This design comes from an exercise in tuning for small area on the open sky130 flow, not from production work. The RTL was checked by simulation tests, not by an equivalence proof against the original design.

**design.v**
```verilog
module segdec(input logic [3:0] in, output logic [6:0] out);
	always_comb
	begin
		case (in)
			4'b0000 :
				out = 7'b0111111;  
			4'b0001 :
				out = 7'b0000110;  
			4'b0010 :
				out = 7'b1011011;  
			4'b0011 :
				out = 7'b1001111;  
			4'b0100 :
				out = 7'b1100110;  
			4'b0101 :
				out = 7'b1101101;  
			4'b0110 :
				out = 7'b1111100;  
			4'b0111 :
				out = 7'b0000111;  
			4'b1000 :
				out = 7'b1111111;  
			4'b1001 :
				out = 7'b1100111;  
			4'b1010 :
				out = 7'b1000000;
			default :
				out = 7'b0000000;
    		endcase
	end
endmodule
module bin_to_bcd(input logic [7:0] in, output logic [3:0][6:0] disp);
logic[3:0] sign_num, units, tens, hundreds;
logic[7:0] num;
logic sign;
always_comb
begin
	sign = in[$high(in)];
	if(sign)  
		num = 0 - in;
	else
		num = in;
	hundreds = num / 100;
	num = num - (hundreds)*100;  
	tens = num / 10;
	num = num - (tens)*10;  
	units = num;
end
always_comb
	if(sign)
		sign_num = 4'hA;
	else
		sign_num = 4'hF;
segdec signdec
(
	.in(sign_num),
	.out(disp[3])
);
segdec hundreddec
(
	.in(hundreds),
	.out(disp[2])
);
segdec tendec
(
	.in(tens),
	.out(disp[1])
);
segdec unitdec
(
	.in(units),
	.out(disp[0])
);
endmodule
module debounce #(parameter int COUNT=500000) (input logic clk, signal_in, output logic signal_out);
logic prev_signal;
int unsigned cnt;
always_ff @(posedge clk)
begin
	if(prev_signal != signal_in)
	begin
		cnt <= 0;  
	end
	else if(cnt >= COUNT)
	begin
		cnt <= 0;  
		signal_out <= signal_in;
	end
	else
	begin
		cnt <= cnt +1;
	end
	prev_signal <= signal_in;
end
endmodule
module read_sm(input logic clk, reset_n, handshake, run, output logic read, done);
enum {HALT, WAIT_1, WAIT_0, DONE} state;
always_ff @(posedge clk, negedge reset_n)
begin
	if(!reset_n)
	begin
		state <= HALT;
		read <= 0;
	end
	else
	begin
		read <= 0;
		unique case(state)
			HALT : if(run) state <= WAIT_1;
			WAIT_1 :
			begin
				if(handshake)
				begin
					state <= WAIT_0;
					read <= '1;  
				end
			end
			WAIT_0 : if(!handshake) state <= DONE;
			DONE : state <= HALT;
		endcase
	end
end
always_comb
	if(state == DONE)
		done = 1;
	else
		done = 0;
endmodule
module sm(input logic clk, input logic [10-1:0] SW, input logic [8-1:0] re_res, im_res, output logic [8-1:0] LED, output logic [8-1:0] re_a, im_a, re_q, im_q);
typedef enum {REAL_A, IMAG_A, REAL_Q, IMAG_Q, DISP_REAL, DISP_IMAG} stateType;
stateType state;
logic reset_n;
logic handshake;
logic [8-1:0] data_in;
always_comb
begin
	reset_n = SW[$high(SW)];
	handshake = SW[$high(SW) -1];
	data_in =  SW[$high(SW) -2 : $low(SW)];
end
logic read_run, read_trigger, read_done;
read_sm re_sm0
(
	.clk(clk),
	.reset_n(reset_n),
	.handshake(handshake),
	.run(read_run),
	.read(read_trigger),
	.done(read_done)
);
always_comb
	read_run = (state == REAL_A) || (state == IMAG_A) || (state == REAL_Q) || (state == IMAG_Q);
always_ff @(posedge clk, negedge reset_n)
begin
	if(!reset_n)
		state <= REAL_A;
	else
	begin
		unique case(state)
			REAL_A: if(read_done) state <= IMAG_A;
			IMAG_A: if(read_done) state <= REAL_Q;
			REAL_Q: if(read_done) state <= IMAG_Q;
			IMAG_Q: if(read_done) state <= DISP_REAL;
			DISP_REAL : if(handshake == 1) state <= DISP_IMAG;
			DISP_IMAG : if(handshake == 0) state <= REAL_A;
		endcase
	end
end
always_ff @(posedge clk)
begin
	if(read_trigger)
	begin
		unique case(state)
			REAL_A: re_a <= data_in;
			IMAG_A: im_a <= data_in;
			REAL_Q: re_q <= data_in;
			IMAG_Q: im_q <= data_in;
			default: ;
		endcase
	end
end
always_comb
begin
	if(state == DISP_REAL)
		LED = re_res;
	else if(state == DISP_IMAG)
		LED = im_res;
	else
		LED = '0;
end
endmodule
module mult(input logic signed [(2*8 -1)-1:0] re_x, im_x, re_y, im_y, output logic signed [2*(2*8 -1)-1:0] re_z, im_z);
logic signed [(2*8 -1)-1:0] a,b,c,d;
always_comb
begin
	a = re_x;
	b = im_x;
	c = re_y;
	d = im_y;
end
logic signed [2*(2*8 -1)-1:0] ac, bd, ad, bc;
always_comb
begin
	ac = a*c;
	bd = b*d;
	ad = a*d;
	bc = b*c;
	re_z = ac - bd;
	im_z = ad + bc;
end
endmodule
module cmplx_mult(
input logic clk,
input logic [10-1:0] switches,
output logic [8-1:0] LED,
output logic [6:0] HEX0,
output logic [6:0] HEX1,
output logic [6:0] HEX2,
output logic [6:0] HEX3,
output logic [6:0] HEX4,
output logic [6:0] HEX5,
output logic [6:0] HEX6,
output logic [6:0] HEX7);
logic [8-1:0] re_a, im_a, re_q, im_q;
logic [8-1:0] re_res, im_res;
logic [10-1:0] SW;
always_comb
	SW[$high(SW)-2:$low(SW)] = switches[$high(switches)-2:$low(switches)];
debounce #(.COUNT(1000)) db0
(
	.clk(clk),
	.signal_in(switches[$high(switches)]),
	.signal_out(SW[$high(SW)])
);
debounce #(.COUNT(1000)) db1
(
	.clk(clk),
	.signal_in(switches[$high(switches)-1]),
	.signal_out(SW[$high(SW)-1])
);
sm sm0 (.*);
logic signed [(2*8 -1)-1:0] re_x, im_x, re_y, im_y;
logic signed [2*(2*8 -1)-1:0] re_z, im_z;
localparam INPUT_SHIFT = (2*8 -1) - 8;
localparam OUTPUT_LOW = 2*INPUT_SHIFT -1;
localparam OUTPUT_HIGH = OUTPUT_LOW + 8 -1;
always_comb
begin
	re_x = $signed(re_a);
	im_x = $signed(im_a);
	re_y = $signed(re_q) << INPUT_SHIFT;
	im_y = $signed(im_q) << INPUT_SHIFT;
	re_res = re_z[OUTPUT_HIGH : OUTPUT_LOW];
	im_res = im_z[OUTPUT_HIGH : OUTPUT_LOW];
end
mult mult0
(.*);
logic [3:0][6:0] sw_hex;
always_comb
begin
	HEX0 = ~ sw_hex[0];  
	HEX1 = ~ sw_hex[1];  
	HEX2 = ~ sw_hex[2];  
	HEX3 = ~ sw_hex[3];  
end
bin_to_bcd sw_disp
(
	.in(SW[7:0]),
	.disp(sw_hex)
);
logic [3:0][6:0] led_hex;
always_comb
begin
	HEX4 = ~ led_hex[0];  
	HEX5 = ~ led_hex[1];  
	HEX6 = ~ led_hex[2];  
	HEX7 = ~ led_hex[3];  
end
bin_to_bcd led_disp
(
	.in(LED),
	.disp(led_hex)
);
endmodule
```
**run.sh**
```bash
#!/bin/bash
# synth_recipe.tcl (not shown) runs the flow's synth.tcl, then flattens the netlist and writes it again
# the make line also repeats each setting of config.mk as NAME=value (left out here)
make -C /OpenROAD-flow-scripts/flow DESIGN_CONFIG=/design/flow/config.mk WORK_HOME=/design/flow/orfs CLKGATE_MAP_FILE= SYNTH_SCRIPT=/design/flow/synth_recipe.tcl finish
```
**config.mk**
```make
export PLATFORM = sky130hd
export DESIGN_NAME = cmplx_mult
export DESIGN_NICKNAME = cmplx_mult
export VERILOG_FILES = /design/flow/design.v
export SDC_FILE = /design/flow/constraint.sdc
export NUM_CORES = 4
export LEC_CHECK = 0
export CAP_MARGIN = 20
export CORE_MARGIN = 2
export CORE_UTILIZATION = 40
export PLACE_DENSITY = 0.6
export SLEW_MARGIN = 20
```
**constraint.sdc**
```tcl
create_clock -name core_clock -period 20.0 [get_ports {clk}]
set_input_delay 4.0000 -clock core_clock [delete_from_list [all_inputs] [get_ports {clk}]]
set_output_delay 4.0000 -clock core_clock [all_outputs]
set_load 0.01 [all_outputs]
```
==> impl_metrics.env <==
export IMPL_wire_per_inst_um=14.08
export IMPL_synth_seq_cells=106
export IMPL_routed_wirelength_um=35240
export IMPL_cts_sinks=106
export IMPL_track_usage_pct=17.30
export IMPL_drtAntennaViolNets=0
export IMPL_htree_num_levels=3
export IMPL_critPathRequiredTime_ns=16.00
export IMPL_vias_per_cell=4.825
export IMPL_fin_nets=2356
export IMPL_post_route_period_util_pct=94.77
export IMPL_slowest_stage="clkdlybuf4s50_1"
export IMPL_ys_seq_area_share_pct=15.26
export IMPL_grt_overflow_total=0
export IMPL_r2r_slack_ns=18.06
export IMPL_layout_common_cells="359 x inv_1, 196 x fa_1, 182 x ha_1, 164 x and2_1, 134 x nand2_1"
export IMPL_antenna_found_initial=0
export IMPL_die_w_um=206.1
export IMPL_synthCells=1837
export IMPL_drc=0
export IMPL_io_buffers=60
export IMPL_worstSetupPathType="reg -> out"
export IMPL_synth_cell_types=90
export IMPL_syn_avg_cell_area_um2=8.894
export IMPL_dr_pass1_iters=5
export IMPL_critPathArrivalTime_ns=14.95
export IMPL_synthArstFlopShare_pct=5.660
export IMPL_cts_tree="yes"
export IMPL_start_util_pct=40.29
export IMPL_finalMaxSlewViolations=0
export IMPL_finalHoldViolations=0
export IMPL_holdWs_ns=0.1218
export IMPL_die_h_um=206.1
export IMPL_grt_pass1_wl_um=59910
export IMPL_diodes=0
export IMPL_fmax_ghz=0.05276
export IMPL_skew_ns=0.008280
export IMPL_drtIter0Drc=618
export IMPL_relSlewSlack_pct=29.60
export IMPL_grt_pass1_vias=12273
export IMPL_clkLatencyLatePin_ns=0.35
export IMPL_dieArea_um2=42480
export IMPL_path_clk_slew_ns=0.07
export IMPL_synth_edf_count=34
export IMPL_yosysWarningCount=7
export IMPL_endpoint_kind="primary output"
export IMPL_core_area_um2=40550
export IMPL_final_design_area_no_fill_um2=18470
export IMPL_setup_viol=0
export IMPL_min_path_type="reg -> async"
export IMPL_cts_buffers=9
export IMPL_cp_start_kind="flip-flop"
export IMPL_drive_gt1_share_pct=6.443
export IMPL_status="complete, no violations"
export IMPL_n_fill_cell=3916
export IMPL_final_common_cell="inv_1"
export IMPL_hpwl_um=28580
export IMPL_grt_max_degree=18
export IMPL_drv_cap=0
export IMPL_rows=74
export IMPL_synth_area_um2=16340
export IMPL_root_buffer="clkbuf_16"
export IMPL_io_pins=75
export IMPL_holdBufCountCts=0
export IMPL_synthFlopType="dfxtp_1"
export IMPL_fin_crit_ns=18.95
export IMPL_critPathMaxStageDelay_ns=0.56
export IMPL_place_area_um2=17500
export IMPL_gp_congestion=0.8625
export IMPL_tightestPinTransition_ns=1.048
export IMPL_via_count=12077
export IMPL_crit_fanout=15
export IMPL_syn2layout_area_growth_pct=13.07
export IMPL_clock_path_buffers=2
==> final timing paths <==
path | start | end | cells past startpoint
min in group core_clock | db1.cnt[0] | db1.cnt[0] | 1
min | db0.signal_out | sm0.state[1] | 0
max | sm0.re_q[1] | HEX4[6] | 62
min reg2reg | db0.signal_out | sm0.state[1] | 0
max in group asynchronous | db0.signal_out | sm0.re_sm0.state[1] | 0
max reg2reg | sm0.state[2] | sm0.im_a[3] | 3
==> timing repair <==
action,CTS,global route
buffers inserted,0,66
endpoints found under the setup margin,0,7
resized for setup,0,7
==> logic make-up (layout without fill, tap and decap cells) <==
| group | after synthesis | count (layout) | synth area share [%] |
|---|---|---|---|
| and+or+nand+nor | 527 | 527 | 17.18 |
| buffers and inverters | 431 | 509 | 10.45 |
| adders and majority gates | 382 | 382 | 38.22 |
| AOI/OAI and AO/OA | 249 | 249 | 10.73 |
| xor gates and xnor gates | 131 | 131 | 7.551 |
| DFF | 106 | 106 | 15.26 |
| muxes | 9 | 9 | 0.5667 |
| other | 2 | 58 | 0.04597 |
==> flip-flops by register name, indices dropped and copies added (netlist names) <==
register,cells
sm0.re_sm0.read,1
db1.prev_signal,1
sm0.re_q,8
sm0.state,3
sm0.re_sm0.state,2
db0.prev_signal,1
sm0.im_a,8
db0.signal_out,1
sm0.im_q,8
db1.signal_out,1
sm0.re_a,8
db0.cnt,32
db1.cnt,32
==> layer usage <==
| layer | vias to the layer above | routed length (um) | global-route usage, % |
|---|---|---|---|
| met3 | 31 | 712 | 0.7569 |
| met1 | 5893 | 16440 | 23.19 |
| li1 | 5986 | - | - |
| met5 | - | 0 | 0 |
| met4 | 0 | 633 | 3.750 |
| met2 | 167 | 17460 | 30.92 |
==> worst max-delay path, delay by kind of cell (launching register included) <==
family	cells	cell delay (ns)
simple gates	11	1.81
xor+xnor	8	1.68
flops	1	0.54
buf+inv	13	2.05
fa+ha+maj	13	4.82
compound gates	16	3.56
mux	1	0.13
==> synthesized netlist by cell type (18+ instances only) <==
library cell  number  share of area [%]
nand2_1          134                3.1
nand2b_1          39                1.5
xor2_1            38                2.0
a21o_1            25                1.1
inv_1            359                8.2
o21ai_0           43                1.3
clkbuf_1          44                1.0
fa_1             196                 24
ha_1             183                 14
buf_4             18               0.83
xnor2_1           87                4.7
nor2_1            83                1.9
dfxtp_1           66                8.1
a21oi_1           63                1.9
and2_1           165                6.3
edfxtp_1          34                6.2
==> final cells by class <==
cell class / count / area [um2] / area share (%)
Clock buffer: 15 / 290.3 / 1.571
Inverter: 362 / 1359 / 7.355
Timing Repair Buffer: 131 / 1271 / 6.881
Tap cell: 532 / 665.6 / 3.603
Sequential cell: 106 / 2492 / 13.49
Multi-Input combinational cell: 1356 / 12390 / 67.06
Clock inverter: 1 / 6.256 / 0.03386
==> through the flow <==
stage	setup TNS (ns)	worst slack (ns)	cells	utilization, %
floorplan	0	2.644	1893	-
global placement	0	0.8998	2421	43.16
detailed placement	0	0.5915	2421	43.16
CTS	0	0.1850	2437	43.89
global route	-0.003336	-0.003336	2503	45.55
finish	0	1.046	2503	45.55

## separate check: timing with driven ports
In the flow no input, the clock included, has a driving cell. The finished layout below was timed again as built, in two steps.
Step 1 (the two cells are an assumption about what drives the block):
set clk [get_ports {clk}]
set_driving_cell -lib_cell sky130_fd_sc_hd__clkbuf_16 $clk
set_driving_cell -lib_cell sky130_fd_sc_hd__buf_2 [delete_from_list [all_inputs] $clk]
Step 2 also shifts input and output timing later by t, the mid clock arrival at the registers, as if the neighbouring blocks saw the same clock.
a / b / c = no drivers / after step 1 / after step 2; a / b = the first two.
t (ns): 0.373
setup slack, ns: 1.046 / 1.012 / 1.385
pins driven straight from the clock port: 1
After both steps setup and hold are still met in this run. The setup slack of this run moves by -0.034 ns with the drivers and by +0.339 ns with both steps.
